From an optimization exercise on the open Yosys and OpenROAD flow, aimed at small area; shortcuts taken in it are not production practice.
At most, simulation tests tie the RTL to the original design; equivalence was not proved.
Only the layout flow was run in runs 1 and 7; the RTL was not checked for function there.
No activity file was given, so power comes from the tool's default toggle rates.

--- design.v ---
module tm_nand2(input a, input b, output y);
  assign y = ~(a & b);
endmodule
module tm_nand3(input a, input b, input c, output y);
  assign y = ~(a & b & c);
endmodule
module tm_nand4(input a, input b, input c, input d, output y);
  assign y = ~(a & b & c & d);
endmodule
module tm_nor2(input a, input b, output y);
  assign y = ~(a | b);
endmodule
module tm_and4(input a, input b, input c, input d, output y);
  assign y = a & b & c & d;
endmodule
module tm_blk(input cin, input [3:0] rn, output [3:1] t, output bp);
  assign t[1] = ~(cin | rn[0]);
  assign t[2] = ~(cin | rn[0] | rn[1]);
  assign t[3] = ~(cin | rn[0] | rn[1] | rn[2]);
  assign bp = ~(rn[0] | rn[1] | rn[2] | rn[3]);
endmodule
module tm_cnt_bit(input rn, input t, input d, input wr, input keep, input ovfn,
                  output yn, output e);
  wire x = ~(rn ^ t);           
  assign yn = ~((wr & d) | (keep & x));
  assign e = x ^ ovfn;
endmodule
module tm_cnt_bitn(input rn, input tn, input d, input wr, input keep, input ovfn,
                   output yn, output e);
  wire x = rn ^ tn;
  assign yn = ~((wr & d) | (keep & x));
  assign e = x ^ ovfn;
endmodule
module tm_rd_bit(input on, input cn, input rn, input so, input sc, input sr,
                 output y);
  assign y = ~((on & so) | (rn & sr) | (cn & sc));
endmodule
module timerWrapper(PCLK, PENABLE, PSEL, PRESETN, PWRITE, PREADY, PSLVERR,
                    PADDR, PWDATA, PRDATA);
input PCLK, PENABLE, PSEL, PRESETN, PWRITE;
input  [31:0] PWDATA;
input  [7:0] PADDR;
output [31:0] PRDATA;
output PREADY, PSLVERR;
assign PREADY = 1'b1;
assign PSLVERR = 1'b0;
reg [31:0] ovf_n;          
reg [31:0] ctrl_n;         
reg [31:0] cnt_n;          
reg        cnt_inc;        
reg        cnt_zero;       
reg        overflowReset;  
wire wr     = PSEL & PENABLE & PWRITE;
wire wr_ovf = wr & ~PADDR[3] & ~PADDR[2];
wire wr_cnt = wr & ~PADDR[3] &  PADDR[2];
wire wr_ctl = wr &  PADDR[3] & ~PADDR[2];
wire [31:0] wdata_n;
genvar i;
generate
  for (i = 0; i < 32; i = i + 1) begin : wd
    tm_nand2 u(.a(PWDATA[i]), .b(PRESETN), .y(wdata_n[i]));
  end
endgenerate
wire [6:0] bp;
wire [7:0] bcn;
wire       g03, h47;
wire       bp7;   
assign bcn[0] = ~cnt_inc;
tm_nand2 u_bc1(.a(cnt_inc), .b(bp[0]), .y(bcn[1]));
tm_nand3 u_bc2(.a(cnt_inc), .b(bp[0]), .c(bp[1]), .y(bcn[2]));
tm_nand4 u_bc3(.a(cnt_inc), .b(bp[0]), .c(bp[1]), .d(bp[2]), .y(bcn[3]));
tm_and4  u_g03(.a(bp[0]), .b(bp[1]), .c(bp[2]), .d(bp[3]), .y(g03));
tm_nand2 u_bc4(.a(cnt_inc), .b(g03), .y(bcn[4]));
tm_nand3 u_bc5(.a(cnt_inc), .b(g03), .c(bp[4]), .y(bcn[5]));
tm_nand4 u_bc6(.a(cnt_inc), .b(g03), .c(bp[4]), .d(bp[5]), .y(bcn[6]));
tm_and4  u_h47(.a(cnt_inc), .b(bp[4]), .c(bp[5]), .d(bp[6]), .y(h47));
tm_nand2 u_bc7(.a(g03), .b(h47), .y(bcn[7]));
wire        keep = ~wr_cnt & ~cnt_zero;
wire [31:0] cnt_d_n;
wire [31:0] eq;
generate
  for (i = 0; i < 8; i = i + 1) begin : blk
    wire [3:1] t;
    if (i < 7) begin : b
      tm_blk u_c(.cin(bcn[i]), .rn(cnt_n[4*i+3:4*i]), .t(t), .bp(bp[i]));
    end else begin : b
      tm_blk u_c(.cin(bcn[i]), .rn(cnt_n[4*i+3:4*i]), .t(t), .bp(bp7));
    end
    tm_cnt_bitn u_b0(.rn(cnt_n[4*i]), .tn(bcn[i]), .d(PWDATA[4*i]), .wr(wr_cnt),
                     .keep(keep), .ovfn(ovf_n[4*i]), .yn(cnt_d_n[4*i]),
                     .e(eq[4*i]));
    tm_cnt_bit u_b1(.rn(cnt_n[4*i+1]), .t(t[1]), .d(PWDATA[4*i+1]), .wr(wr_cnt),
                    .keep(keep), .ovfn(ovf_n[4*i+1]), .yn(cnt_d_n[4*i+1]),
                    .e(eq[4*i+1]));
    tm_cnt_bit u_b2(.rn(cnt_n[4*i+2]), .t(t[2]), .d(PWDATA[4*i+2]), .wr(wr_cnt),
                    .keep(keep), .ovfn(ovf_n[4*i+2]), .yn(cnt_d_n[4*i+2]),
                    .e(eq[4*i+2]));
    tm_cnt_bit u_b3(.rn(cnt_n[4*i+3]), .t(t[3]), .d(PWDATA[4*i+3]), .wr(wr_cnt),
                    .keep(keep), .ovfn(ovf_n[4*i+3]), .yn(cnt_d_n[4*i+3]),
                    .e(eq[4*i+3]));
  end
endgenerate
wire [7:0] eqn1;
wire [3:0] eq2;
wire [1:0] eqn3;
wire       eq_all;
generate
  for (i = 0; i < 8; i = i + 1) begin : cmp1
    tm_nand4 u(.a(eq[4*i]), .b(eq[4*i+1]), .c(eq[4*i+2]), .d(eq[4*i+3]), .y(eqn1[i]));
  end
  for (i = 0; i < 4; i = i + 1) begin : cmp2
    tm_nor2 u(.a(eqn1[2*i]), .b(eqn1[2*i+1]), .y(eq2[i]));
  end
  for (i = 0; i < 2; i = i + 1) begin : cmp3
    tm_nand2 u(.a(eq2[2*i]), .b(eq2[2*i+1]), .y(eqn3[i]));
  end
endgenerate
tm_nor2 u_cmp4(.a(eqn3[0]), .b(eqn3[1]), .y(eq_all));
wire hit = cnt_zero ? &ovf_n : eq_all;
always @(posedge PCLK) begin
  if (wr_ovf | ~PRESETN) ovf_n  <= wdata_n;
  if (wr_ctl | ~PRESETN) ctrl_n <= wdata_n;
  cnt_n <= cnt_d_n;
end
always @(posedge PCLK) begin
  if (~PRESETN) begin
    cnt_inc       <= 1'b0;
    cnt_zero      <= 1'b1;
    overflowReset <= 1'b0;
  end else begin
    overflowReset <= wr_ovf;
    if (overflowReset) begin
      cnt_inc  <= 1'b0;
      cnt_zero <= 1'b1;
    end else if (wr_cnt | ctrl_n[0]) begin
      cnt_inc  <= 1'b0;
      cnt_zero <= 1'b0;
    end else begin
      cnt_inc  <= ~hit;
      cnt_zero <= hit;
    end
  end
end
wire sel_ovf = ~PADDR[3] & ~PADDR[2];
wire sel_cnt = ~PADDR[3] &  PADDR[2];
wire sel_ctl =  PADDR[3];
generate
  for (i = 0; i < 32; i = i + 1) begin : rd
    tm_rd_bit u_r(.on(ovf_n[i]), .cn(ctrl_n[i]), .rn(cnt_n[i]),
                  .so(sel_ovf), .sc(sel_ctl), .sr(sel_cnt), .y(PRDATA[i]));
  end
endgenerate
endmodule
--- flow/run.sh ---
#!/bin/bash
# The standard layout (standard.sh) after the standard synthesis, with
# these changes: port buffers use the smallest buffer cell, the tie cells'
# output buffers too; repair may not use the largest buffers; clock tree
# synthesis adds no dummy loads; power recovery downsizes non-critical gates
# after global routing.
set -euo pipefail
HERE=$(pwd)
bash standard.sh synth > synth.log 2>&1
export BUFFER_PORTS_ARGS="-buffer_cell sky130_fd_sc_hd__buf_1"
for s in FLOORPLAN RESIZE REPAIR_TIMING_POST_PLACE CTS GLOBAL_ROUTE DETAIL_PLACE; do
  export PRE_${s}_TCL="$HERE/flow/dontuse.tcl"
done
export PRE_GLOBAL_PLACE_TCL="$HERE/flow/tiebuf.tcl"
export CTS_ARGS="-sink_clustering_enable -repair_clock_nets -dont_use_dummy_load -buf_list sky130_fd_sc_hd__clkbuf_8"
export RECOVER_POWER=100
bash standard.sh finish > layout.log 2>&1
--- flow/dontuse.tcl ---
# Keep repair from picking the largest buffer cells; trees of smaller ones do.
catch {
  set_dont_use {sky130_fd_sc_hd__buf_16 sky130_fd_sc_hd__buf_12 sky130_fd_sc_hd__buf_8 sky130_fd_sc_hd__buf_6 sky130_fd_sc_hd__bufbuf_16 sky130_fd_sc_hd__bufbuf_8}
}
--- flow/tiebuf.tcl ---
# Synthesis puts a buf_4 between each tie cell and its output port (PREADY,
# PSLVERR); the smallest buffer drives that port as well.
source [file dirname [info script]]/dontuse.tcl
set block [ord::get_db_block]
foreach inst [$block getInsts] {
  if {[[$inst getMaster] getName] ne "sky130_fd_sc_hd__buf_4"} { continue }
  set net [[$inst findITerm A] getNet]
  if {$net eq "NULL"} { continue }
  foreach it [$net getITerms] {
    if {[[[$it getInst] getMaster] getName] eq "sky130_fd_sc_hd__conb_1"} {
      replace_cell [$inst getName] sky130_fd_sc_hd__buf_1
      break
    }
  }
}
--- standard.sh ---
#!/bin/bash
# synth_recipe.tcl (not shown) runs the flow's synth.tcl, then flattens the netlist and writes it again
# the make line also repeats each setting of config.mk as NAME=value (left out here)
make -C /OpenROAD-flow-scripts/flow DESIGN_CONFIG=/design/flow/config.mk WORK_HOME=/design/flow/orfs CLKGATE_MAP_FILE= SYNTH_SCRIPT=/design/flow/synth_recipe.tcl "${@:-finish}"
--- config.mk ---
export PLATFORM = sky130hd
export DESIGN_NAME = timerWrapper
export DESIGN_NICKNAME = timerWrapper
export VERILOG_FILES = /design/flow/design.v
export SDC_FILE = /design/flow/constraint.sdc
export NUM_CORES = 4
export LEC_CHECK = 0
export CAP_MARGIN = 5
export CORE_MARGIN = 2
export CORE_UTILIZATION = 50
export GPL_TIMING_DRIVEN = 0
export SLEW_MARGIN = 5
export SYNTH_HIERARCHICAL = 1
--- constraint.sdc ---
create_clock -name core_clock -period 3.0 [get_ports {PCLK}]
set_input_delay 0.6000 -clock core_clock [delete_from_list [all_inputs] [get_ports {PCLK}]]
set_output_delay 0.6000 -clock core_clock [all_outputs]
set_load 0.01 [all_outputs]
==> results.py, run 1 <==
metrics = {
    "cts": {
        "cts_sinks": 99,
        "insertion_delay_ns": 0.36,
        "clk_pin_slew_worst_paths_ns": 0.10,
        "cts_tree": "yes",
        "htree_levels": 3,
        "clock_path_buffers": 2,
        "post_cts_buffers": 0,
        "cts_made_buffers": 9,
        "cts_root_buffer": "clkbuf_8",
    },
    "detailed_routing": {
        "vias": 3338,
        "drt-pass1-iter-count": 8,
        "drtIter0Drc": 243,
        "routed_wl_mm": 10.7,
        "ant_nets": 0,
        "vias_per_cell": 6.19,
        "wl_per_cell_um": 19.9,
        "drc": 0,
    },
    "critical_path": {
        "setup.worst_path.start": "PADDR[3]",
        "startpoint_type": "primary input",
        "critPathArrivalTime_ns": 2.31,
        "crit_buf_inv": 2,
        "timing.rr.start": "cnt_n[2]$_DFF_P_",
        "crit_required_ns": 2.40,
        "reg2reg_slack_ns": 0.19,
        "crit_family": "simple AND/OR/NAND/NOR gates",
        "crit_type": "primary input to output port",
        "crit_end": "PRDATA[27]",
        "critPathMaxStageDelay_ns": 0.83,
        "crit_path_top_delay_cell": "nor2_4",
        "ff2ff_path_depth": 12,
        "cp_cell_sequence": "clkbuf_4 -> nor2_4 -> a222oi_1 -> buf_1",
        "cp_max_fo": 37,
        "reg2reg_to": "cnt_inc$_SDFF_PP0_",
        "endpoint_kind": "output port",
        "crit_cells": 4,
    },
    "synthesis": {
        "netlist_area_um2": 4350,
        "syn_nets": 392,
        "syn_area_per_cell_um2": 12.5,
        "postSynthCellCount": 347,
        "ys_warn_count": 7,
    },
    "finish": {
        "area_growth_pct": 14.9,
        "finalNetCount": 478,
        "drive_above_1_share": 0.0742,
        "diodes": 0,
        "mostFrequentLayoutCells": "buf_1, edfxtp_1, xor2_1, nand2_1, dfxtp_1",
        "final_area_um2": 5000,
        "final_common_cell": "buf_1",
    },
    "grt": {
        "grt_pass1_wl_mm": 16.9,
        "gr-total-overflow": 0,
        "grtUsageTotal": 0.227,
        "grt_pass1_vias": 3281,
        "antenna_found_initial": 0,
        "grt_max_degree": 38,
    },
    "die": {
        "die_width_um": 97.3,
        "die_h_um": 97.3,
        "core_area_um2": 8590,
        "floorplan.initialDensity": 0.506,
        "fp-row-count": 34,
        "design.die.area_um2": 9460,
        "io_pins": 79,
    },
    "sta": {
        "rsz0062_at_grt": "no",
        "period_needed_ns": 2.91,
        "worstMarginPinSlew_ns": 1.58,
        "fin_crit_sh": 0.969,
        "drv_slew": 44,
        "finalHoldViolations": 0,
        "fmax_ghz": 0.344,
        "max-slew-margin-rel": -0.0643,
        "clock_skew_ns": 0.0293,
        "final-setup-viol-count": 0,
    },
    "run": {
        "cap_violations": 2,
    },
    "run_status": {
        "outcome": "failed layout checks",
        "so_faults": "max-capacitance violations, max-slew violations",
    },
    "placed_design": {
        "port_buffers": 70,
        "place_area_um2": 4830,
        "place_hpwl_mm": 7.01,
        "gp_congestion": 0.793,
    },
    "pwr": {
        "p_leak_uw": 0.00163,
        "p_total_uw": 2570,
        "power_per_cell_area_nw_per_um2": 515,
        "irDropWorstVdd_uv": 239,
    },
    "worst_hold_path": {
        "hold_path_class": "primary input to flop",
        "hold_depth": 2,
    },
}
-- sequential cells by signal, indices dropped and copies added (netlist names) --
register       cells
cnt_n             32
cnt_inc            1
cnt_zero           1
overflowReset      1
ctrl_n            32
ovf_n             32
-- worst reg2reg max path: cells and delay by family (launching register included) --
kind / cells / cell delay [ns]
and+or+nand+nor: 9 / 1.88
xor gates and xnor gates: 2 / 0.36
DFF: 1 / 0.38
AOI/OAI and AO/OA: 1 / 0.08
-- power by group --
part           total [uW]  switching [uW]  internal (uW)
logic                 293             185            107
registers            1620            72.9           1550
clock network         658             388            270
-- worst min path at each step --
stage,start,end,slack (ns)
global placement,overflowReset$_SDFF_PN0_,cnt_zero$_SDFF_PP1_,0.42
global route,PWDATA[19],cnt_n[19]$_DFF_P_,0.46
CTS,PWDATA[19],cnt_n[19]$_DFF_P_,0.46
detailed placement,overflowReset$_SDFF_PN0_,cnt_zero$_SDFF_PP1_,0.45
floorplan,overflowReset$_SDFF_PN0_,cnt_zero$_SDFF_PP1_,0.41
finish,PWDATA[19],cnt_n[19]$_DFF_P_,0.46
-- metrics by stage --
stage	hold slack (ns)	TNS, ns	util	instances	setup WS, ns
floorplan	0.407	0	-	347	0.0952
global placement	0.416	-264.54	0.552	525	-2.64
detailed placement	0.445	-0.410	0.562	530	-0.224
CTS	0.459	0	0.579	539	0.0105
global route	0.456	0	0.582	539	0.0215
finish	0.462	0	0.582	539	0.0937
-- layout make-up --
class,count,area (um^2)
fill,768,3590
inverter,2,7.51
timing repair buffer,75,300
clock buffer,9,124
sequential,99,2620
buffer,2,7.51
multi-input combinational,244,1800
tap,108,135
-- metal layers --
layer  vias up  part of all wire  track usage
met3        13             0.053       0.0331
met1      1642              0.45        0.309
met2       116              0.49        0.382
li1       1567                 -            -
met5         -                 0            0
met4         0             0.012       0.0652
-- repair_timing --
| item | 4_1_cts | 5_1_grt |
|---|---|---|
| setup endpoints to repair | 2 | 14 |
| hold buffers | 0 | 0 |
| pin swaps | 0 | 1 |
| gates resized for setup | 3 | 10 |
==> run 2, diff against run 1 <==
--- a/design.v
+++ b/design.v
@@ -75,7 +75,15 @@
 tm_nand4 u_bc6(.a(cnt_inc), .b(g03), .c(bp[4]), .d(bp[5]), .y(bcn[6]));
 tm_and4  u_h47(.a(cnt_inc), .b(bp[4]), .c(bp[5]), .d(bp[6]), .y(h47));
 tm_nand2 u_bc7(.a(g03), .b(h47), .y(bcn[7]));
-wire        keep = ~wr_cnt & ~cnt_zero;
+wire wa_n = ~(PSEL & PENABLE & PWRITE & ~PADDR[3]);
+wire a2_n = ~PADDR[2];
+wire [1:0] wr_cnt_h, keep_h;
+generate
+  for (i = 0; i < 2; i = i + 1) begin : half
+    tm_nor2 u_w(.a(wa_n), .b(a2_n), .y(wr_cnt_h[i]));
+    tm_nor2 u_k(.a(wr_cnt_h[i]), .b(cnt_zero), .y(keep_h[i]));
+  end
+endgenerate
 wire [31:0] cnt_d_n;
 wire [31:0] eq;
 generate
@@ -86,17 +94,17 @@
     end else begin : b
       tm_blk u_c(.cin(bcn[i]), .rn(cnt_n[4*i+3:4*i]), .t(t), .bp(bp7));
     end
-    tm_cnt_bitn u_b0(.rn(cnt_n[4*i]), .tn(bcn[i]), .d(PWDATA[4*i]), .wr(wr_cnt),
-                     .keep(keep), .ovfn(ovf_n[4*i]), .yn(cnt_d_n[4*i]),
+    tm_cnt_bitn u_b0(.rn(cnt_n[4*i]), .tn(bcn[i]), .d(PWDATA[4*i]), .wr(wr_cnt_h[i/4]),
+                     .keep(keep_h[i/4]), .ovfn(ovf_n[4*i]), .yn(cnt_d_n[4*i]),
                      .e(eq[4*i]));
-    tm_cnt_bit u_b1(.rn(cnt_n[4*i+1]), .t(t[1]), .d(PWDATA[4*i+1]), .wr(wr_cnt),
-                    .keep(keep), .ovfn(ovf_n[4*i+1]), .yn(cnt_d_n[4*i+1]),
+    tm_cnt_bit u_b1(.rn(cnt_n[4*i+1]), .t(t[1]), .d(PWDATA[4*i+1]), .wr(wr_cnt_h[i/4]),
+                    .keep(keep_h[i/4]), .ovfn(ovf_n[4*i+1]), .yn(cnt_d_n[4*i+1]),
                     .e(eq[4*i+1]));
-    tm_cnt_bit u_b2(.rn(cnt_n[4*i+2]), .t(t[2]), .d(PWDATA[4*i+2]), .wr(wr_cnt),
-                    .keep(keep), .ovfn(ovf_n[4*i+2]), .yn(cnt_d_n[4*i+2]),
+    tm_cnt_bit u_b2(.rn(cnt_n[4*i+2]), .t(t[2]), .d(PWDATA[4*i+2]), .wr(wr_cnt_h[i/4]),
+                    .keep(keep_h[i/4]), .ovfn(ovf_n[4*i+2]), .yn(cnt_d_n[4*i+2]),
                     .e(eq[4*i+2]));
-    tm_cnt_bit u_b3(.rn(cnt_n[4*i+3]), .t(t[3]), .d(PWDATA[4*i+3]), .wr(wr_cnt),
-                    .keep(keep), .ovfn(ovf_n[4*i+3]), .yn(cnt_d_n[4*i+3]),
+    tm_cnt_bit u_b3(.rn(cnt_n[4*i+3]), .t(t[3]), .d(PWDATA[4*i+3]), .wr(wr_cnt_h[i/4]),
+                    .keep(keep_h[i/4]), .ovfn(ovf_n[4*i+3]), .yn(cnt_d_n[4*i+3]),
                     .e(eq[4*i+3]));
   end
 endgenerate
@@ -141,13 +149,15 @@
     end
   end
 end
-wire sel_ovf = ~PADDR[3] & ~PADDR[2];
-wire sel_cnt = ~PADDR[3] &  PADDR[2];
-wire sel_ctl =  PADDR[3];
+wire [1:0] sel_ovf, sel_cnt;
 generate
+  for (i = 0; i < 2; i = i + 1) begin : sel
+    tm_nor2 u_o(.a(PADDR[3]), .b(PADDR[2]), .y(sel_ovf[i]));
+    tm_nor2 u_c(.a(PADDR[3]), .b(a2_n), .y(sel_cnt[i]));
+  end
   for (i = 0; i < 32; i = i + 1) begin : rd
     tm_rd_bit u_r(.on(ovf_n[i]), .cn(ctrl_n[i]), .rn(cnt_n[i]),
-                  .so(sel_ovf), .sc(sel_ctl), .sr(sel_cnt), .y(PRDATA[i]));
+                  .so(sel_ovf[i/16]), .sc(PADDR[3]), .sr(sel_cnt[i/16]), .y(PRDATA[i]));
   end
 endgenerate
 endmodule
--- a/config.mk
+++ b/config.mk
@@ -5,9 +5,9 @@
 export SDC_FILE = /design/flow/constraint.sdc
 export NUM_CORES = 4
 export LEC_CHECK = 0
-export CAP_MARGIN = 5
+export CAP_MARGIN = 10
 export CORE_MARGIN = 2
 export CORE_UTILIZATION = 50
 export GPL_TIMING_DRIVEN = 0
-export SLEW_MARGIN = 5
+export SLEW_MARGIN = 10
 export SYNTH_HIERARCHICAL = 1
==> run 2 against run 1 <==
The run now finishes clean. Sequential share of layout area decreased by 0.092 points. Design area increased by 0.18%. Die area increased by 0.63%. Critical path type is now primary input to flop. Maximum frequency about the same. Largest cell class unchanged. Synthesized cell count increased by 2.0%.
==> results.py, run 2 <==
metrics = {
    "run_status": {
        "outcome": "complete, no violations",
    },
    "die": {
        "die_h_um": 97.6,
        "design.die.area_um2": 9520,
        "io_pins": 79,
        "die_width_um": 97.6,
        "floorplan.initialDensity": 0.509,
        "fp-row-count": 34,
        "core_area_um2": 8590,
    },
    "detailed_routing": {
        "vias_per_cell": 6.25,
        "drc": 0,
        "ant_nets": 0,
        "vias": 3411,
        "routed_wl_mm": 11.0,
        "drt-pass1-iter-count": 6,
        "drtIter0Drc": 280,
        "wl_per_cell_um": 20.2,
    },
    "finish": {
        "area_growth_pct": 14.4,
        "diodes": 0,
        "finalNetCount": 485,
        "drive_above_1_share": 0.0731,
        "mostFrequentLayoutCells": "buf_1, edfxtp_1, xor2_1, nand2_1, dfxtp_1",
        "top_regs": "cnt_n: 32 flops, ctrl_n: 32 flops, ovf_n: 32 flops",
        "final_common_cell": "buf_1",
        "post-route-util": 0.583,
    },
    "sta": {
        "clock_skew_ns": 0.0221,
        "finalHoldViolations": 0,
        "rsz0062_at_grt": "yes",
        "fin_setup_tns_ns": 0,
        "worstMarginPinSlew_ns": 1.29,
        "max-slew-margin-rel": 0.137,
        "final.setup.worst_slack_ns": 0.0957,
        "fmax_ghz": 0.344,
        "period_needed_ns": 2.90,
        "final-setup-viol-count": 0,
        "fin_crit_sh": 0.968,
        "drv_slew": 0,
    },
    "critical_path": {
        "endpoint_kind": "flop",
        "cp_max_fo": 38,
        "critPathArrivalTime_ns": 3.16,
        "crit_required_ns": 3.26,
        "crit_type": "primary input to flop",
        "startpoint_type": "primary input",
    },
    "placed_design": {
        "port_buffers": 70,
        "gp_congestion": 0.823,
        "pre_cts_ws_ns": -0.480,
        "place_hpwl_mm": 7.20,
    },
    "cts": {
        "htree_levels": 3,
        "cts_root_buffer": "clkbuf_8",
        "cts_tree": "yes",
        "clock_path_buffers": 2,
        "cts_hold_buf": 0,
        "cts_made_buffers": 9,
        "insertion_delay_ns": 0.35,
        "clk_pin_slew_worst_paths_ns": 0.07,
        "cts_sinks": 99,
    },
    "grt": {
        "grtUsageTotal": 0.230,
        "grt_max_degree": 39,
        "antenna_found_initial": 0,
        "grt_pass1_vias": 3307,
        "grtUsageMet2": 0.347,
        "gr-total-overflow": 0,
        "top_usage_layer": "met2",
        "grtUsageMet3": 0.0309,
        "grt_pass1_wl_mm": 17.1,
        "grt_use_met1": 0.347,
    },
    "pwr": {
        "power_per_cell_area_nw_per_um2": 515,
        "p_comb_frac": 0.114,
        "irDropWorstVdd_uv": 300,
        "power_frac_seq": 0.630,
        "intPower_uw": 1930,
        "switching_share": 0.253,
        "p_clk_frac": 0.257,
        "p_leak_uw": 0.00164,
        "power.switching_uw": 652,
    },
    "synthesis": {
        "syn_area_per_cell_um2": 12.4,
        "ys_warn_count": 7,
        "syn_nets": 399,
        "netlist_area_um2": 4380,
        "postSynthCellCount": 354,
    },
    "run": {
        "cap_violations": 0,
    },
    "worst_hold_path": {
        "hold_path_class": "flop to flop",
    },
}
-- run 2: cell type report --
type / instances / area [um^2]
fillers: 766 / 3590
inverters: 2 / 7.51
flip-flops and latches: 99 / 2620
multi-input cells: 251 / 1810
well taps: 108 / 135
repair buffers: 75 / 297
clock buffers: 9 / 124
plain buffers: 2 / 7.51
-- run 2: worst max-delay path, stage by stage --
cell,delay [ns]
clkbuf_4,0.34
or2_2,0.44
nor2_1,0.97
nor2_1,0.31
clkbuf_4,0.32
a22oi_1,0.16
-- run 2: path summary, 6_finish.rpt --
kind	startpoint	endpoint	slack, ns	cells past startpoint
worst max register to register	cnt_n[2]$_DFF_P_	cnt_zero$_SDFF_PP1_	0.13	13
worst min-delay path	overflowReset$_SDFF_PN0_	cnt_zero$_SDFF_PP1_	0.47	2
worst min register to register	overflowReset$_SDFF_PN0_	cnt_zero$_SDFF_PP1_	0.47	2
worst max-delay path	PADDR[3]	cnt_n[25]$_DFF_P_	0.1	6
-- run 2: power groups by stage --
stage / clock network, uW / registers, uW / logic (uW)
floorplan: 0 / 1630 / 172
global placement: 0 / 1650 / 284
global route: 722 / 1630 / 324
detailed placement: 0 / 1650 / 293
finish: 662 / 1620 / 294
CTS: 678 / 1620 / 296
-- run 2: timing repair --
| action | 4_1_cts | 5_1_grt |
|---|---|---|
| setup buffers | 0 | 2 |
| resized for setup | 11 | 5 |
| setup endpoints to repair | 66 | 6 |
| pin swaps | 0 | 4 |
| gates cloned | 0 | 0 |
-- run 2: metrics by stage --
| step | cells | cell area, um^2 | total power, uW | hold slack [ns] |
|---|---|---|---|---|
| 2_1_floorplan | 354 | 4380 | 1800 | 0.411 |
| 3_3_place_gp | 532 | 4770 | 1940 | 0.428 |
| 3_5_place_dp | 534 | 4810 | 1940 | 0.430 |
| 4_1_cts | 543 | 4980 | 2590 | 0.454 |
| 5_1_grt | 546 | 5010 | 2680 | 0.469 |
| 6_report | 546 | 5010 | 2580 | 0.466 |
-- run 2: per-layer routing --
layer / routed length (um) / share of wire
met5: 0 / 0
met1: 5190 / 0.47
met2: 5040 / 0.46
met4: 76 / 0.0069
met3: 737 / 0.067
==> run 3, diff against run 2 <==
--- a/flow/run.sh
+++ b/flow/run.sh
@@ -12,6 +12,6 @@
   export PRE_${s}_TCL="$HERE/flow/dontuse.tcl"
 done
 export PRE_GLOBAL_PLACE_TCL="$HERE/flow/tiebuf.tcl"
-export CTS_ARGS="-sink_clustering_enable -repair_clock_nets -dont_use_dummy_load -buf_list sky130_fd_sc_hd__clkbuf_8"
+export CTS_ARGS="-sink_clustering_enable -repair_clock_nets -dont_use_dummy_load -sink_clustering_size 18 -sink_clustering_max_diameter 80 -buf_list sky130_fd_sc_hd__clkbuf_8"
 export RECOVER_POWER=100
 bash standard.sh finish > layout.log 2>&1
==> run 3 against run 2 <==
Still clean on timing, DRC and antenna. Critical path depth unchanged. Register-to-register slack about the same. Sequential share of layout area did not move. Global-route usage did not move. Sequential cell count stayed put. Total power unchanged. Final cell count unchanged. Sequential power about the same. Wire length did not move. Worst setup slack did not move. Critical endpoint unchanged. Largest power group unchanged.
==> results.py, run 3 <==
metrics = {
    "critical_path": {
        "setup.worst_path.start": "PADDR[3]",
        "critPathMaxStageDelay_ns": 0.97,
        "crit_required_ns": 3.26,
        "critPathArrivalTime_ns": 3.16,
        "reg2reg_to": "cnt_zero$_SDFF_PP1_",
        "crit_cells": 6,
        "crit_buf_inv": 2,
        "endpoint_kind": "flop",
        "cp_cell_sequence": "clkbuf_4 -> or2_2 -> nor2_1 -> nor2_1 -> clkbuf_4 -> a22oi_1",
        "crit_type": "primary input to flop",
        "ff2ff_path_depth": 13,
        "crit_path_top_delay_cell": "nor2_1",
        "cp_max_fo": 38,
        "crit_family": "simple AND/OR/NAND/NOR gates",
        "startpoint_type": "primary input",
        "reg2reg_slack_ns": 0.13,
        "timing.rr.start": "cnt_n[2]$_DFF_P_",
        "crit_end": "cnt_n[25]$_DFF_P_",
    },
    "die": {
        "fp-row-count": 34,
        "floorplan.initialDensity": 0.509,
        "design.die.area_um2": 9520,
        "die_h_um": 97.6,
        "io_pins": 79,
        "core_area_um2": 8590,
        "die_width_um": 97.6,
    },
    "grt": {
        "antenna_found_initial": 0,
        "grt_pass1_vias": 3307,
        "gr-total-overflow": 0,
        "grt_pass1_wl_mm": 17.1,
        "grtUsageTotal": 0.230,
        "grt_max_degree": 39,
    },
    "detailed_routing": {
        "drtIter0Drc": 280,
        "vias": 3411,
        "wl_per_cell_um": 20.2,
        "drc": 0,
        "routed_wl_mm": 11.0,
        "drt-pass1-iter-count": 6,
        "vias_per_cell": 6.25,
        "ant_nets": 0,
    },
    "cts": {
        "htree_levels": 3,
        "cts_tree": "yes",
        "cts_root_buffer": "clkbuf_8",
        "cts_made_buffers": 9,
        "cts_sinks": 99,
        "insertion_delay_ns": 0.35,
        "clock_path_buffers": 2,
        "cts_hold_buf": 0,
        "clk_pin_slew_worst_paths_ns": 0.07,
    },
    "sta": {
        "rsz0062_at_grt": "yes",
        "worstMarginPinSlew_ns": 1.29,
        "max-slew-margin-rel": 0.137,
        "clock_skew_ns": 0.0221,
        "whs_ns": 0.466,
        "fin_crit_sh": 0.968,
        "final-setup-viol-count": 0,
        "finalHoldViolations": 0,
        "period_needed_ns": 2.90,
        "fin_setup_tns_ns": 0,
        "fmax_ghz": 0.344,
        "drv_slew": 0,
    },
    "run": {
        "cap_violations": 0,
    },
    "synthesis": {
        "postSynthCellCount": 354,
        "syn_nets": 399,
        "netlist_area_um2": 4380,
        "syn_area_per_cell_um2": 12.4,
        "ys_warn_count": 7,
    },
    "finish": {
        "top_regs": "cnt_n: 32 flops, ctrl_n: 32 flops, ovf_n: 32 flops",
        "final_common_cell": "buf_1",
        "drive_above_1_share": 0.0731,
        "area_growth_pct": 14.4,
        "diodes": 0,
        "mostFrequentLayoutCells": "buf_1, edfxtp_1, xor2_1, nand2_1, dfxtp_1",
        "finalNetCount": 485,
    },
    "placed_design": {
        "port_buffers": 70,
        "place_hpwl_mm": 7.20,
        "gp_congestion": 0.823,
    },
    "pwr": {
        "irDropWorstVdd_uv": 300,
        "power_per_cell_area_nw_per_um2": 515,
        "p_leak_uw": 0.00164,
    },
    "worst_hold_path": {
        "hold_path_class": "flop to flop",
    },
    "run_status": {
        "outcome": "complete, no violations",
    },
}
-- run 3: through the flow --
| stage | std cells | setup slack [ns] | util | area [um^2] | power, uW |
|---|---|---|---|---|---|
| after floorplan | 354 | 0.112 | - | 4380 | 1800 |
| after global placement | 532 | -2.12 | 0.555 | 4770 | 1940 |
| after detailed placement | 534 | -0.480 | 0.560 | 4810 | 1940 |
| after CTS | 543 | 0.0171 | 0.580 | 4980 | 2590 |
| after global routing | 546 | -0.0859 | 0.583 | 5010 | 2680 |
| final | 546 | 0.0957 | 0.583 | 5010 | 2580 |
-- run 3: area by class of cell --
cell class                      instances  area (um^2)
Fill cell                             766         3590
Sequential cell                        99         2620
Multi-Input combinational cell        251         1810
Timing Repair Buffer                   75          297
Tap cell                              108          135
Clock buffer                            9          124
Buffer                                  2         7.51
Inverter                                2         7.51
-- run 3: worst register-to-register path, delay by kind of cell (launching register included) --
kind	cells	cell delay (ns)
AOI/OAI and AO/OA	2	0.23
xor gates and xnor gates	2	0.36
buffers and inverters	1	0.18
DFF	1	0.39
and+or+nand+nor	8	1.60
-- run 3: how the worst min path moves through the flow --
stage                                        start                   to  cells past startpoint
after floorplan           overflowReset$_SDFF_PN0_  cnt_zero$_SDFF_PP1_                      2
after global placement    overflowReset$_SDFF_PN0_  cnt_zero$_SDFF_PP1_                      2
after detailed placement  overflowReset$_SDFF_PN0_  cnt_zero$_SDFF_PP1_                      2
after CTS                                PWDATA[7]     cnt_n[7]$_DFF_P_                      2
after global routing                     PWDATA[7]     cnt_n[7]$_DFF_P_                      2
final                     overflowReset$_SDFF_PN0_  cnt_zero$_SDFF_PP1_                      2
-- run 3: repair_timing --
item / in CTS / in global routing
gates resized for setup: 11 / 5
pin swaps: 0 / 4
setup buffers: 0 / 2
endpoints found under the setup margin: 66 / 6
-- run 3: report_power, final --
part           switching [uW]  internal, uW
clock network             392           270
registers                73.3          1550
logic                     187           106
total                     652          1930
-- run 3: layer usage --
layer  wire length [um]  GRT usage
met5                  0          0
met2               5040      0.347
met4                 76     0.0694
met1               5190      0.347
met3                737     0.0309
==> run 4, diff against run 3 <==
--- a/flow/run.sh
+++ b/flow/run.sh
@@ -12,6 +12,6 @@
   export PRE_${s}_TCL="$HERE/flow/dontuse.tcl"
 done
 export PRE_GLOBAL_PLACE_TCL="$HERE/flow/tiebuf.tcl"
-export CTS_ARGS="-sink_clustering_enable -repair_clock_nets -dont_use_dummy_load -sink_clustering_size 18 -sink_clustering_max_diameter 80 -buf_list sky130_fd_sc_hd__clkbuf_8"
+export CTS_ARGS="-sink_clustering_enable -repair_clock_nets -dont_use_dummy_load -sink_clustering_size 8 -root_buf sky130_fd_sc_hd__clkbuf_8 -buf_list sky130_fd_sc_hd__clkbuf_4"
 export RECOVER_POWER=100
 bash standard.sh finish > layout.log 2>&1
==> run 4 against run 3 <==
Synthesized cell count is the same. Utilization stayed put. Worst setup slack unchanged. Still clean on timing, DRC and antenna. Count of clock-buffer cells in the layout did not move. Sequential cell count is the same. Combinational power barely moved. Sequential power about the same. Critical path type unchanged. Area after synthesis stayed put. Hold slack stayed put.
==> results.py, run 4 <==
metrics = {
    "run_status": {
        "outcome": "complete, no violations",
    },
    "worst_hold_path": {
        "worstHoldEndpoint": "cnt_zero$_SDFF_PP1_",
        "min_from": "overflowReset$_SDFF_PN0_",
        "hold_path_class": "flop to flop",
        "hold_depth": 2,
    },
    "sta": {
        "max-slew-margin-rel": 0.137,
        "finalHoldViolations": 0,
        "fin_crit_sh": 0.968,
        "fmax_ghz": 0.344,
        "clock_skew_ns": 0.0221,
        "worstMarginPinSlew_ns": 1.29,
        "drv_slew": 0,
        "rsz0062_at_grt": "yes",
        "whs_ns": 0.466,
        "final-setup-viol-count": 0,
        "period_needed_ns": 2.90,
        "final.setup.worst_slack_ns": 0.0957,
    },
    "grt": {
        "grt_pass1_vias": 3307,
        "antenna_found_initial": 0,
        "gr-total-overflow": 0,
        "grtUsageTotal": 0.230,
        "grt_pass1_wl_mm": 17.1,
        "grt_max_degree": 39,
    },
    "cts": {
        "clock_path_buffers": 2,
        "cts_tree": "yes",
        "cts_sinks": 99,
        "insertion_delay_ns": 0.35,
        "htree_levels": 3,
        "cts_made_buffers": 9,
        "cts_root_buffer": "clkbuf_8",
        "clk_pin_slew_worst_paths_ns": 0.07,
    },
    "critical_path": {
        "reg2reg_to": "cnt_zero$_SDFF_PP1_",
        "crit_path_top_delay_cell": "nor2_1",
        "endpoint_kind": "flop",
        "ff2ff_path_depth": 13,
        "critPathMaxStageDelay_ns": 0.97,
        "reg2reg_slack_ns": 0.13,
        "cp_cell_sequence": "clkbuf_4 -> or2_2 -> nor2_1 -> nor2_1 -> clkbuf_4 -> a22oi_1",
        "cp_max_fo": 38,
        "crit_type": "primary input to flop",
        "timing.rr.start": "cnt_n[2]$_DFF_P_",
        "startpoint_type": "primary input",
        "crit_required_ns": 3.26,
        "critPathArrivalTime_ns": 3.16,
    },
    "synthesis": {
        "netlist_area_um2": 4380,
        "syn_nets": 399,
        "postSynthCellCount": 354,
        "syn_area_per_cell_um2": 12.4,
        "ys_warn_count": 7,
    },
    "detailed_routing": {
        "drt-pass1-iter-count": 6,
        "drc": 0,
        "wl_per_cell_um": 20.2,
        "drtIter0Drc": 280,
        "vias_per_cell": 6.25,
        "vias": 3411,
        "ant_nets": 0,
        "routed_wl_mm": 11.0,
    },
    "finish": {
        "final_common_cell": "buf_1",
        "mostFrequentLayoutCells": "buf_1, edfxtp_1, xor2_1, nand2_1, dfxtp_1",
        "final_area_um2": 5010,
        "diodes": 0,
        "area_growth_pct": 14.4,
        "post-route-util": 0.583,
        "top_regs": "cnt_n: 32 flops, ctrl_n: 32 flops, ovf_n: 32 flops",
        "finalNetCount": 485,
        "drive_above_1_share": 0.0731,
    },
    "pwr": {
        "power_per_cell_area_nw_per_um2": 515,
        "p_total_uw": 2580,
        "p_leak_uw": 0.00164,
        "irDropWorstVdd_uv": 300,
    },
    "die": {
        "floorplan.initialDensity": 0.509,
        "io_pins": 79,
        "core_area_um2": 8590,
        "die_h_um": 97.6,
        "design.die.area_um2": 9520,
        "die_width_um": 97.6,
        "fp-row-count": 34,
    },
    "placed_design": {
        "port_buffers": 70,
        "pre_cts_ws_ns": -0.480,
        "place_hpwl_mm": 7.20,
        "place_area_um2": 4810,
        "gp_congestion": 0.823,
    },
    "run": {
        "cap_violations": 0,
    },
}
-- run 4: final cells by class --
class	count	area (um^2)
multi-input cells	251	1810
fillers	766	3590
well taps	108	135
flip-flops and latches	99	2620
clock buffers	9	124
repair buffers	75	297
plain buffers	2	7.51
inverters	2	7.51
-- run 4: what timing repair did --
item / in CTS / in global routing
pin swaps: 0 / 4
setup buffers: 0 / 2
gates cloned: 0 / 0
hold buffers: 0 / 0
gates resized for setup: 11 / 5
setup endpoints to repair: 66 / 6
-- run 4: report_power, final --
part / internal [uW] / total, uW / leakage (uW) / switching (uW)
clock: 270 / 662 / 0.0000647 / 392
combinational: 106 / 294 / 0.000653 / 187
sequential: 1550 / 1620 / 0.000920 / 73.3
total: 1930 / 2580 / 0.00164 / 652
-- run 4: per-stage QoR --
stage	std cells	setup TNS, ns
final	546	0
after global routing	546	-0.392
after CTS	543	0
after detailed placement	534	-19.26
after global placement	532	-194.11
after floorplan	354	0
-- run 4: worst max path at each step --
stage / from / to / slack, ns / depth (start not counted)
after CTS: cnt_n[4]$_DFF_P_ / cnt_zero$_SDFF_PP1_ / 0.02 / 13
after floorplan: PWRITE / ovf_n[0]$_DFFE_PP_ / 0.11 / 3
final: PADDR[3] / cnt_n[25]$_DFF_P_ / 0.1 / 6
after global placement: PADDR[3] / ctrl_n[13]$_DFFE_PP_ / -2.12 / 3
after detailed placement: PADDR[3] / cnt_n[13]$_DFF_P_ / -0.48 / 5
after global routing: cnt_n[2]$_DFF_P_ / cnt_zero$_SDFF_PP1_ / -0.09 / 13
-- run 4: critical path: cells and delay by family --
kind                   cells  cell delay (ns)
AND/OR/NAND/NOR            3             1.72
AO/OA/AOI/OAI              1             0.16
buffers and inverters      2             0.66
-- run 4: metal layers --
| layer | track usage | routed length (um) |
|---|---|---|
| met2 | 0.347 | 5040 |
| met3 | 0.0309 | 737 |
| met1 | 0.347 | 5190 |
| met4 | 0.0694 | 76 |
| met5 | 0 | 0 |
==> run 5, diff against run 4 <==
--- a/design.v
+++ b/design.v
@@ -9,6 +9,12 @@
 endmodule
 module tm_nor2(input a, input b, output y);
   assign y = ~(a | b);
+endmodule
+module tm_andn(input a, input b, output y);
+  assign y = a & ~b;
+endmodule
+module tm_wr_cnt(input sel, input en, input wr, input a3, input a2, output y);
+  assign y = sel & en & wr & ~a3 & a2;
 endmodule
 module tm_and4(input a, input b, input c, input d, output y);
   assign y = a & b & c & d;
@@ -75,12 +81,11 @@
 tm_nand4 u_bc6(.a(cnt_inc), .b(g03), .c(bp[4]), .d(bp[5]), .y(bcn[6]));
 tm_and4  u_h47(.a(cnt_inc), .b(bp[4]), .c(bp[5]), .d(bp[6]), .y(h47));
 tm_nand2 u_bc7(.a(g03), .b(h47), .y(bcn[7]));
-wire wa_n = ~(PSEL & PENABLE & PWRITE & ~PADDR[3]);
-wire a2_n = ~PADDR[2];
 wire [1:0] wr_cnt_h, keep_h;
 generate
   for (i = 0; i < 2; i = i + 1) begin : half
-    tm_nor2 u_w(.a(wa_n), .b(a2_n), .y(wr_cnt_h[i]));
+    tm_wr_cnt u_w(.sel(PSEL), .en(PENABLE), .wr(PWRITE), .a3(PADDR[3]), .a2(PADDR[2]),
+                  .y(wr_cnt_h[i]));
     tm_nor2 u_k(.a(wr_cnt_h[i]), .b(cnt_zero), .y(keep_h[i]));
   end
 endgenerate
@@ -153,7 +158,7 @@
 generate
   for (i = 0; i < 2; i = i + 1) begin : sel
     tm_nor2 u_o(.a(PADDR[3]), .b(PADDR[2]), .y(sel_ovf[i]));
-    tm_nor2 u_c(.a(PADDR[3]), .b(a2_n), .y(sel_cnt[i]));
+    tm_andn u_c(.a(PADDR[2]), .b(PADDR[3]), .y(sel_cnt[i]));
   end
   for (i = 0; i < 32; i = i + 1) begin : rd
     tm_rd_bit u_r(.on(ovf_n[i]), .cn(ctrl_n[i]), .rn(cnt_n[i]),
--- a/flow/run.sh
+++ b/flow/run.sh
@@ -12,6 +12,6 @@
   export PRE_${s}_TCL="$HERE/flow/dontuse.tcl"
 done
 export PRE_GLOBAL_PLACE_TCL="$HERE/flow/tiebuf.tcl"
-export CTS_ARGS="-sink_clustering_enable -repair_clock_nets -dont_use_dummy_load -sink_clustering_size 8 -root_buf sky130_fd_sc_hd__clkbuf_8 -buf_list sky130_fd_sc_hd__clkbuf_4"
+export CTS_ARGS="-sink_clustering_enable -repair_clock_nets -dont_use_dummy_load -buf_list sky130_fd_sc_hd__clkbuf_8"
 export RECOVER_POWER=100
 bash standard.sh finish > layout.log 2>&1
==> run 5 against run 4 <==
Total power rose by 0.30%. Area after synthesis increased by 0.69%. Critical path depth decreased by 1. Combinational power barely moved. Clock power is 0.8% higher. Hold slack got worse by 0.021 ns. Sequential cell count did not move. Via count fell by 1.2%. Critical endpoint is now PRDATA[7]. Largest cell class unchanged.
==> results.py, run 5 <==
metrics = {
    "detailed_routing": {
        "routed_wl_mm": 11.0,
        "drt-pass1-iter-count": 7,
        "wl_per_cell_um": 20.0,
        "vias": 3369,
        "vias_per_cell": 6.15,
        "drc": 0,
        "ant_nets": 0,
        "drtIter0Drc": 280,
    },
    "cts": {
        "htree_levels": 3,
        "cts_sinks": 99,
        "cts_hold_buf": 0,
        "insertion_delay_ns": 0.36,
        "clk_pin_slew_worst_paths_ns": 0.08,
        "clock_path_buffers": 2,
        "cts_root_buffer": "clkbuf_8",
        "cts_made_buffers": 9,
        "cts_tree": "yes",
    },
    "die": {
        "floorplan.initialDensity": 0.510,
        "core_area_um2": 8640,
        "fp-row-count": 34,
        "die_width_um": 97.9,
        "die_h_um": 97.9,
        "design.die.area_um2": 9580,
        "io_pins": 79,
    },
    "critical_path": {
        "crit_family": "buffers and inverters",
        "endpoint_kind": "output port",
        "critPathArrivalTime_ns": 2.27,
        "crit_type": "primary input to output port",
        "cp_cell_sequence": "buf_2 -> buf_4 -> nor2_2 -> a222oi_1 -> buf_1",
        "startpoint_type": "primary input",
        "crit_path_top_delay_cell": "nor2_2",
        "critPathMaxStageDelay_ns": 0.66,
        "cp_max_fo": 25,
        "crit_required_ns": 2.40,
        "crit_buf_inv": 3,
    },
    "pwr": {
        "power_per_cell_area_nw_per_um2": 513,
        "p_leak_uw": 0.00166,
        "irDropWorstVdd_uv": 246,
    },
    "finish": {
        "finalNetCount": 487,
        "final_common_cell": "buf_1",
        "post-route-util": 0.584,
        "multi_input_area_um2": 1840,
        "final_area_um2": 5040,
        "drive_above_1_share": 0.0682,
        "seq_area_um2": 2620,
        "n_fill_cell": 779,
        "diodes": 0,
        "top_regs": "cnt_n: 32 flops, ctrl_n: 32 flops, ovf_n: 32 flops",
        "area_growth_pct": 14.4,
        "mostFrequentLayoutCells": "buf_1, edfxtp_1, nand2_1, xor2_1, dfxtp_1",
    },
    "sta": {
        "fin_setup_tns_ns": 0,
        "fmax_ghz": 0.348,
        "finalHoldViolations": 0,
        "max-slew-margin-rel": 0.431,
        "rsz0062_at_grt": "no",
        "fin_crit_sh": 0.958,
        "period_needed_ns": 2.87,
        "worstMarginPinSlew_ns": 0.853,
        "final-setup-viol-count": 0,
        "drv_slew": 0,
        "whs_ns": 0.445,
        "clock_skew_ns": 0.0294,
    },
    "placed_design": {
        "place_area_um2": 4850,
        "port_buffers": 70,
        "gp_congestion": 0.812,
        "place_hpwl_mm": 7.47,
    },
    "grt": {
        "antenna_found_initial": 0,
        "grt_pass1_vias": 3387,
        "grt_max_degree": 37,
        "gr-total-overflow": 0,
        "grtUsageTotal": 0.230,
        "grt_pass1_wl_mm": 17.3,
    },
    "run": {
        "cap_violations": 0,
    },
    "synthesis": {
        "postSynthCellCount": 353,
        "syn_nets": 398,
        "netlist_area_um2": 4410,
        "syn_area_per_cell_um2": 12.5,
        "ys_warn_count": 7,
    },
    "worst_hold_path": {
        "hold_path_class": "flop to flop",
    },
    "run_status": {
        "outcome": "complete, no violations",
    },
}
[run 5: power breakdown]
| part | internal (uW) | switching (uW) | total [uW] | leakage, uW |
|---|---|---|---|---|
| sequential | 1550 | 72.9 | 1620 | 0.000920 |
| clock | 270 | 397 | 667 | 0.0000647 |
| combinational | 109 | 187 | 296 | 0.000670 |
[run 5: worst paths after layout]
check                           start                   to  slack [ns]  depth (start not counted)
max                          PADDR[3]            PRDATA[7]        0.13                          5
min          overflowReset$_SDFF_PN0_  cnt_zero$_SDFF_PP1_        0.44                          2
max reg2reg          cnt_n[3]$_DFF_P_   cnt_inc$_SDFF_PP0_        0.17                         12
min reg2reg  overflowReset$_SDFF_PN0_  cnt_zero$_SDFF_PP1_        0.44                          2
[run 5: layout make-up]
class	instances	share of cell area
buffer	2	0.00149
timing repair buffer	78	0.0600
multi-input combinational	250	0.366
sequential	99	0.520
tap	108	0.0268
inverter	2	0.00149
clock buffer	9	0.0246
[run 5: repair_timing]
item / in CTS / in global routing
gates resized for setup: 5 / 7
pin swaps: 0 / 3
setup buffers: 0 / 3
gates cloned: 0 / 0
setup endpoints to repair: 20 / 2
[run 5: metrics by stage]
stage	setup WS [ns]	cells	power [uW]
floorplan	0.355	353	1800
global placement	-1.71	531	1940
detailed placement	-0.236	536	1950
CTS	0.0476	545	2600
global route	0.00295	548	2690
finish	0.126	548	2590
[run 5: tightest hold or removal path: cells and delay by family, from the launching register on]
family | cells | cell delay (ns)
flops | 1 | 0.32
simple gates | 1 | 0.05
compound gates | 1 | 0.05
[run 5: metal layers]
layer  wire, um  global-route usage
met5          0                   0
met4        140              0.0855
met3        603              0.0308
met2       5530               0.391
met1       4690               0.302
==> run 6, diff against run 5 <==
==> flow/run.sh (replaced) <==
#!/bin/bash
# The standard layout (standard.sh) after the standard synthesis, with
# these changes: port buffers use the smallest buffer cell, the tie cells'
# output buffers too; repair may not use the largest buffers; clock tree
# synthesis adds no dummy loads.
set -euo pipefail
HERE=$(pwd)
bash standard.sh synth > synth.log 2>&1
export BUFFER_PORTS_ARGS="-buffer_cell sky130_fd_sc_hd__buf_1"
for s in FLOORPLAN RESIZE REPAIR_TIMING_POST_PLACE CTS GLOBAL_ROUTE DETAIL_PLACE; do
  export PRE_${s}_TCL="$HERE/flow/dontuse.tcl"
done
export PRE_GLOBAL_PLACE_TCL="$HERE/flow/tiebuf.tcl"
export CTS_ARGS="-sink_clustering_enable -repair_clock_nets -dont_use_dummy_load -buf_list sky130_fd_sc_hd__clkbuf_8"
bash standard.sh finish > layout.log 2>&1
==> run 6 against run 5 <==
Still clean. Clock skew is 0.0013 ns lower. Area after synthesis stayed put. Largest cell class unchanged. Global-route usage stayed put. Clock power is 0.6% higher.
==> results.py, run 6 <==
metrics = {
    "die": {
        "die_h_um": 97.9,
        "die_width_um": 97.9,
        "design.die.area_um2": 9580,
        "io_pins": 79,
        "fp-row-count": 34,
        "core_area_um2": 8640,
        "floorplan.initialDensity": 0.510,
    },
    "detailed_routing": {
        "vias": 3363,
        "routed_wl_mm": 11.1,
        "drtIter0Drc": 277,
        "wl_per_cell_um": 20.2,
        "drt-pass1-iter-count": 5,
        "drc": 0,
        "ant_nets": 0,
        "vias_per_cell": 6.14,
    },
    "critical_path": {
        "startpoint_type": "primary input",
        "endpoint_kind": "output port",
        "crit_type": "primary input to output port",
        "ff2ff_path_depth": 12,
        "crit_path_top_delay_cell": "a222oi_1",
        "crit_required_ns": 2.40,
        "critPathArrivalTime_ns": 2.31,
        "cp_max_fo": 25,
        "critPathMaxStageDelay_ns": 0.48,
        "cp_cell_sequence": "buf_2 -> buf_4 -> nor2_2 -> a222oi_1 -> buf_1",
    },
    "synthesis": {
        "syn_nets": 398,
        "syn_area_per_cell_um2": 12.5,
        "ys_warn_count": 7,
        "postSynthCellCount": 353,
        "netlist_area_um2": 4410,
    },
    "cts": {
        "clk_pin_slew_worst_paths_ns": 0.08,
        "insertion_delay_ns": 0.36,
        "htree_levels": 3,
        "cts_hold_buf": 0,
        "cts_root_buffer": "clkbuf_8",
        "cts_sinks": 99,
        "cts_tree": "yes",
        "cts_made_buffers": 9,
        "clock_path_buffers": 2,
    },
    "sta": {
        "final.setup.worst_slack_ns": 0.0924,
        "max-slew-margin-rel": 0.451,
        "drv_slew": 0,
        "fin_crit_sh": 0.969,
        "period_needed_ns": 2.91,
        "clock_skew_ns": 0.0282,
        "finalHoldViolations": 0,
        "final-setup-viol-count": 0,
        "whs_ns": 0.444,
        "fin_setup_tns_ns": 0,
        "fmax_ghz": 0.344,
        "worstMarginPinSlew_ns": 0.824,
        "rsz0062_at_grt": "no",
    },
    "placed_design": {
        "gp_congestion": 0.812,
        "port_buffers": 70,
        "pre_cts_ws_ns": -0.236,
        "place_hpwl_mm": 7.47,
    },
    "finish": {
        "diodes": 0,
        "area_growth_pct": 14.7,
        "final_common_cell": "buf_1",
        "drive_above_1_share": 0.0818,
        "finalNetCount": 487,
        "top_regs": "cnt_n: 32 flops, ctrl_n: 32 flops, ovf_n: 32 flops",
        "mostFrequentLayoutCells": "buf_1, edfxtp_1, nand2_1, xor2_1, dfxtp_1",
        "n_fill_cell": 776,
    },
    "grt": {
        "grt_pass1_wl_mm": 17.3,
        "gr-total-overflow": 0,
        "grt_max_degree": 37,
        "antenna_found_initial": 0,
        "grt_pass1_vias": 3387,
        "grtUsageTotal": 0.230,
    },
    "run": {
        "cap_violations": 0,
    },
    "pwr": {
        "irDropWorstVdd_uv": 247,
        "power_per_cell_area_nw_per_um2": 513,
        "p_total_uw": 2590,
        "p_leak_uw": 0.00166,
    },
    "worst_hold_path": {
        "hold_path_class": "flop to flop",
        "hold_depth": 2,
    },
    "run_status": {
        "outcome": "complete, no violations",
    },
}
run 6: cell types whose count changed in the layout (fill, tap and decap cells not counted), moves of 2 or more:
cell      change
and4bb_1      -2
and4bb_2      +2
buf_2         +2
buf_4         +2
clkbuf_1      -3
run 6: final cells by class:
class	count	area, um^2	share of cell area
sequential	99	2620	0.519
multi-input combinational	250	1850	0.365
timing repair buffer	78	312	0.0616
tap	108	135	0.0267
clock buffer	9	124	0.0245
buffer	2	7.51	0.00149
inverter	2	7.51	0.00149
run 6: through the flow:
stage / area, um^2 / std cells / utilization
CTS: 5000 / 545 / 0.579
detailed placement: 4850 / 536 / 0.562
floorplan: 4410 / 353 / -
global placement: 4800 / 531 / 0.556
global route: 5050 / 548 / 0.585
finish: 5050 / 548 / 0.585
run 6: power breakdown:
group          leakage (uW)  total, uW  switching (uW)  internal, uW
clock             0.0000647        671             401           270
combinational      0.000674        298             188           111
sequential         0.000920       1620            72.8          1550
total               0.00166       2590             661          1930
run 6: path summary, 6_finish.rpt:
| path | from | slack, ns | to |
|---|---|---|---|
| worst max-delay path | PADDR[3] | 0.09 | PRDATA[7] |
| worst min-delay path | overflowReset$_SDFF_PN0_ | 0.44 | cnt_zero$_SDFF_PP1_ |
| worst min register to register | overflowReset$_SDFF_PN0_ | 0.44 | cnt_zero$_SDFF_PP1_ |
| worst max register to register | cnt_n[3]$_DFF_P_ | 0.15 | cnt_inc$_SDFF_PP0_ |
run 6: metal layers:
metal,up-vias,track usage,part of all wire
met3,12,0.0308,0.057
met5,-,0,0
li1,1603,-,-
met2,98,0.391,0.50
met4,0,0.0855,0.014
met1,1650,0.302,0.43
run 6: repair_timing:
| item | 4_1_cts | 5_1_grt |
|---|---|---|
| pin swaps | 0 | 3 |
| endpoints found under the hold margin | 0 | 0 |
| resized for setup | 5 | 7 |
| buffers inserted | 0 | 3 |
| setup endpoints to repair | 20 | 2 |
run 6: worst max-delay path: cells and delay by family:
family,cells,cell delay (ns)
simple gates,1,0.25
buf+inv,3,0.95
compound gates,1,0.48
==> run 7, diff against run 6 <==
==> design.v (replaced) <==
module timerWrapper(PCLK, PENABLE, PSEL, PRESETN, PWRITE, PREADY, PSLVERR,
                    PADDR, PWDATA, PRDATA);
input PCLK, PENABLE, PSEL, PRESETN, PWRITE;
input  [31:0] PWDATA;
input  [7:0] PADDR;
output [31:0] PRDATA;
output PREADY, PSLVERR;
assign PREADY = 1'b1;
assign PSLVERR = 1'b0;
reg [31:0] overflowReg;
reg [31:0] controlReg;
reg [31:0] cnt_q;
reg        cnt_inc;        
reg        cnt_zero;       
reg        overflowReset;  
wire wr     = PSEL & PENABLE & PWRITE;
wire wr_ovf = wr & (PADDR[3:2] == 2'b00);
wire wr_cnt = wr & (PADDR[3:2] == 2'b01);
wire wr_ctl = wr & (PADDR[3:2] == 2'b10);
wire [31:0] wdata = PWDATA & {32{PRESETN}};
wire [31:0] cnt = cnt_zero ? 32'd0 : (cnt_q + {31'd0, cnt_inc});
wire        hit = (cnt == overflowReg);
always @(posedge PCLK) begin
  if (wr_ovf | ~PRESETN) overflowReg <= wdata;
  if (wr_ctl | ~PRESETN) controlReg  <= wdata;
  cnt_q <= wr_cnt ? PWDATA : cnt;
end
always @(posedge PCLK) begin
  if (~PRESETN) begin
    cnt_inc       <= 1'b0;
    cnt_zero      <= 1'b1;
    overflowReset <= 1'b0;
  end else begin
    overflowReset <= wr_ovf;
    if (overflowReset) begin
      cnt_inc  <= 1'b0;
      cnt_zero <= 1'b1;
    end else if (wr_cnt | ~controlReg[0]) begin
      cnt_inc  <= 1'b0;
      cnt_zero <= 1'b0;
    end else begin
      cnt_inc  <= ~hit;
      cnt_zero <= hit;
    end
  end
end
assign PRDATA = PADDR[3] ? controlReg : (PADDR[2] ? cnt_q : overflowReg);
endmodule
==> run.sh (new file) <==
#!/bin/bash
# synth_recipe.tcl (not shown) runs the flow's synth.tcl, then flattens the netlist and writes it again
# the make line also repeats each setting of config.mk as NAME=value (left out here)
make -C /OpenROAD-flow-scripts/flow DESIGN_CONFIG=/design/flow/config.mk WORK_HOME=/design/flow/orfs CLKGATE_MAP_FILE= SYNTH_SCRIPT=/design/flow/synth_recipe.tcl finish
==> config.mk (replaced) <==
export PLATFORM = sky130hd
export DESIGN_NAME = timerWrapper
export DESIGN_NICKNAME = timerWrapper
export VERILOG_FILES = /design/flow/design.v
export SDC_FILE = /design/flow/constraint.sdc
export NUM_CORES = 4
export LEC_CHECK = 0
export CAP_MARGIN = 20
export CORE_MARGIN = 2
export CORE_UTILIZATION = 40
export SLEW_MARGIN = 20
removed: flow/run.sh
removed: flow/dontuse.tcl
removed: flow/tiebuf.tcl
removed: standard.sh
==> run 7 against run 6 <==
Non-clock buffer count increased by 18. Utilization is 7.6 points lower. Sequential share of layout area down 13 points. Highest routed layer unchanged. Still clean on timing, DRC and antenna. Design area rose by 33%. Critical path type is now flop to flop. First-iteration DRC count down 3.2%.
==> results.py, run 7 <==
metrics = {
    "synthesis": {
        "synth_largest_area_cell": "edfxtp_1",
        "synth_top_area_share": 0.356,
        "synth_cell_type_count": 57,
        "synth_commonest_cells": "nand2_1, o21ai_0, edfxtp_1, mux2i_1, dfxtp_1",
        "syn_area_per_cell_um2": 10.1,
        "ys_async_sr_fraction": 0,
        "synth_area_leaders": "edfxtp_1, dfxtp_1, mux2i_1, o21ai_0, nand2_1",
        "ys_seq_elements": 99,
        "ys_seq_area_frac": 0.486,
        "yosysMostFrequentCell": "nand2_1",
        "synth_edf_count": 64,
        "netlist_area_um2": 5400,
        "syn_nets": 581,
        "postSynthCellCount": 534,
        "ys_warn_count": 1,
        "synthFlopType": "edfxtp_1",
    },
    "finish": {
        "finalNetCount": 655,
        "diodes": 0,
        "area_growth_pct": 24.4,
        "stdcell_count": 789,
        "post-route-util": 0.509,
        "drive_above_1_share": 0.116,
        "mostFrequentLayoutCells": "nand2_1, clkdlybuf4s50_1, o21ai_0, edfxtp_1, mux2i_1",
        "final_area_um2": 6720,
        "top_regs": "cnt_q: 32 flops, controlReg: 32 flops, overflowReg: 32 flops",
        "final_common_cell": "nand2_1",
    },
    "cts": {
        "clk_pin_slew_worst_paths_ns": 0.06,
        "cts_made_buffers": 9,
        "cts_root_buffer": "clkbuf_16",
        "cts_sinks": 99,
        "clock_path_buffers": 2,
        "htree_levels": 3,
        "insertion_delay_ns": 0.35,
        "cts_tree": "yes",
    },
    "die": {
        "fp-row-count": 42,
        "design.die.area_um2": 14400,
        "floorplan.initialDensity": 0.409,
        "core_area_um2": 13200,
        "die_h_um": 120,
        "io_pins": 79,
        "die_width_um": 120,
    },
    "grt": {
        "antenna_found_initial": 0,
        "grt_pass1_vias": 4276,
        "grt_max_degree": 69,
        "gr-total-overflow": 0,
        "grt_pass1_wl_mm": 21.9,
        "grtUsageTotal": 0.194,
    },
    "critical_path": {
        "reg2reg_slack_ns": 0.19,
        "endpoint_kind": "flop",
        "crit_buf_inv": 1,
        "cp_cell_sequence": "and4_1 -> buf_4 -> nand4_2 -> or4_4 -> a21oi_2 -> xnor2_1 -> nand3_1 -> nor4_2 -> a2111oi_2",
        "timing.rr.start": "cnt_q[3]$_DFF_P_",
        "reg2reg_to": "cnt_inc$_SDFF_PP0_",
        "crit_type": "flop to flop",
        "critPathArrivalTime_ns": 3.02,
        "critPathMaxStageDelay_ns": 0.57,
        "ff2ff_path_depth": 9,
        "crit_family": "simple AND/OR/NAND/NOR gates",
        "crit_path_top_delay_cell": "or4_4",
        "startpoint_type": "flop",
        "crit_required_ns": 3.21,
        "cp_max_fo": 9,
    },
    "pwr": {
        "intPower_uw": 2390,
        "p_leak_uw": 0.00239,
        "power_frac_seq": 0.513,
        "p_clk_frac": 0.345,
        "irDropWorstVdd_uv": 357,
        "p_comb_frac": 0.142,
        "p_total_uw": 3140,
        "power.switching_uw": 750,
        "switching_share": 0.239,
        "power_per_cell_area_nw_per_um2": 467,
    },
    "detailed_routing": {
        "drtIter0Drc": 268,
        "vias": 4250,
        "routed_wl_mm": 13.3,
        "ant_nets": 0,
        "vias_per_cell": 5.39,
        "drt-pass1-iter-count": 5,
        "drc": 0,
        "wl_per_cell_um": 16.8,
    },
    "placed_design": {
        "dp_cells": 773,
        "port_buffers": 70,
        "gp_congestion": 0.881,
        "place_hpwl_mm": 9.65,
        "place_area_um2": 6440,
    },
    "sta": {
        "max-slew-margin-rel": 0.349,
        "finalHoldViolations": 0,
        "clock_skew_ns": 0.0121,
        "fmax_ghz": 0.356,
        "final-setup-viol-count": 0,
        "fin_crit_sh": 0.937,
        "period_needed_ns": 2.81,
        "rsz0062_at_grt": "no",
        "drv_slew": 0,
        "fin_setup_tns_ns": 0,
        "worstMarginPinSlew_ns": 0.976,
    },
    "run": {
        "cap_violations": 0,
    },
    "run_status": {
        "outcome": "complete, no violations",
    },
    "worst_hold_path": {
        "hold_depth": 2,
        "min_from": "overflowReset$_SDFF_PN0_",
        "worstHoldEndpoint": "cnt_inc$_SDFF_PP0_",
        "hold_path_class": "flop to flop",
    },
}
[run 7: cell type report]
class | count | area [um^2]
Multi-Input combinational cell | 393 | 2610
Inverter | 7 | 26.3
Tap cell | 176 | 220
Clock buffer | 14 | 264
Fill cell | 1211 | 6470
Timing Repair Buffer | 98 | 963
Sequential cell | 99 | 2620
Clock inverter | 2 | 10.0
[run 7: worst max-delay path by stage]
stage                            startpoint                 endpoint  slack [ns]  cells past startpoint
after CTS                  cnt_q[0]$_DFF_P_       cnt_inc$_SDFF_PP0_        0.15                      9
after floorplan                    PADDR[2]  controlReg[0]$_DFFE_PP_        0.41                      5
after global routing      cnt_q[13]$_DFF_P_       cnt_inc$_SDFF_PP0_        0.03                      8
after global placement     cnt_q[0]$_DFF_P_       cnt_inc$_SDFF_PP0_        0.18                      9
final                      cnt_q[3]$_DFF_P_       cnt_inc$_SDFF_PP0_        0.19                      9
after detailed placement   cnt_q[6]$_DFF_P_       cnt_inc$_SDFF_PP0_        0.18                      8
[run 7: power groups by stage]
stage | combinational (uW) | clock [uW] | sequential (uW)
after floorplan | 230 | 0 | 1620
after global placement | 443 | 0 | 1640
after detailed placement | 447 | 0 | 1640
after CTS | 450 | 1120 | 1610
after global routing | 486 | 1180 | 1620
final | 444 | 1080 | 1610
[run 7: timing repair]
item	4_1_cts	5_1_grt
gates resized for setup	0	3
setup endpoints to repair	0	2
buffers inserted	0	0
hold buffers	0	0
[run 7: tightest hold or removal path, cell delays in order, from the launching register on]
cell and delay [ns]:
dfxtp_1 0.30, nand2b_1 0.16, a2111oi_2 0.07
[run 7: metal layers]
layer | up-vias | wire length [um] | share of wire | track usage
li1 | 2105 | - | - | -
met4 | 0 | 136 | 0.010 | 0.0449
met1 | 2042 | 6220 | 0.47 | 0.260
met2 | 92 | 6350 | 0.48 | 0.320
met3 | 11 | 570 | 0.043 | 0.0443
met5 | - | 0 | 0 | 0
[run 7: logic make-up after synthesis]
group | after synthesis | share of synthesized area
AND/OR/NAND/NOR | 204 | 0.213
buffers and inverters | 42 | 0.0352
other | 2 | 0.00139
multiplexers | 47 | 0.0895
flip-flops | 99 | 0.486
XOR/XNOR | 33 | 0.0535
adder cells (fa/ha/maj) | 2 | 0.00463
AO/OA/AOI/OAI | 105 | 0.117
[run 7: through the flow]
step	setup WS (ns)	hold WS, ns
6_report	0.188	0.577
5_1_grt	0.0263	0.593
4_1_cts	0.149	0.585
3_5_place_dp	0.176	0.571
3_3_place_gp	0.175	0.563
2_1_floorplan	0.412	0.501

afterwards: timing with drivers on the ports:
The results above use ideal ports. As a check the final layouts listed here were re-extracted and re-timed, cells and wires unchanged.
Step 1: set_driving_cell puts a clkbuf_16 on PCLK and a buf_2 on each other input, an assumption about the parent block.
Step 2, shift: input delay + t, output delay - t, t = (earliest + latest rising clock arrival at the registers) / 2. This alone moves slack from input paths to output paths.
Slacks: no drivers / after step 1 / after step 2; pairs: no drivers / after step 1.
| run | t (ns) | slack for setup (ns) | worst setup path after step 2 | latest minus earliest clock arrival (ns) | cell pins on the clock port's net |
|---|---|---|---|---|---|
| run 1 | 0.373 | 0.094 / 0.073 / -0.166 | input to register | 0.030 / 0.029 | 1 |
| run 2 | 0.374 | 0.096 / 0.108 / -0.267 | input to register | 0.022 / 0.023 | 1 |
| run 3 | 0.374 | 0.096 / 0.108 / -0.267 | input to register | 0.022 / 0.023 | 1 |
| run 4 | 0.374 | 0.096 / 0.108 / -0.267 | input to register | 0.022 / 0.023 | 1 |
| run 5 | 0.382 | 0.126 / 0.106 / -0.096 | input to register | 0.029 / 0.030 | 1 |
| run 6 | 0.385 | 0.092 / 0.069 / 0.069 | input to output | 0.028 / 0.028 | 1 |
| run 7 | 0.388 | 0.188 / 0.188 / 0.188 | register to register | 0.014 / 0.013 | 1 |
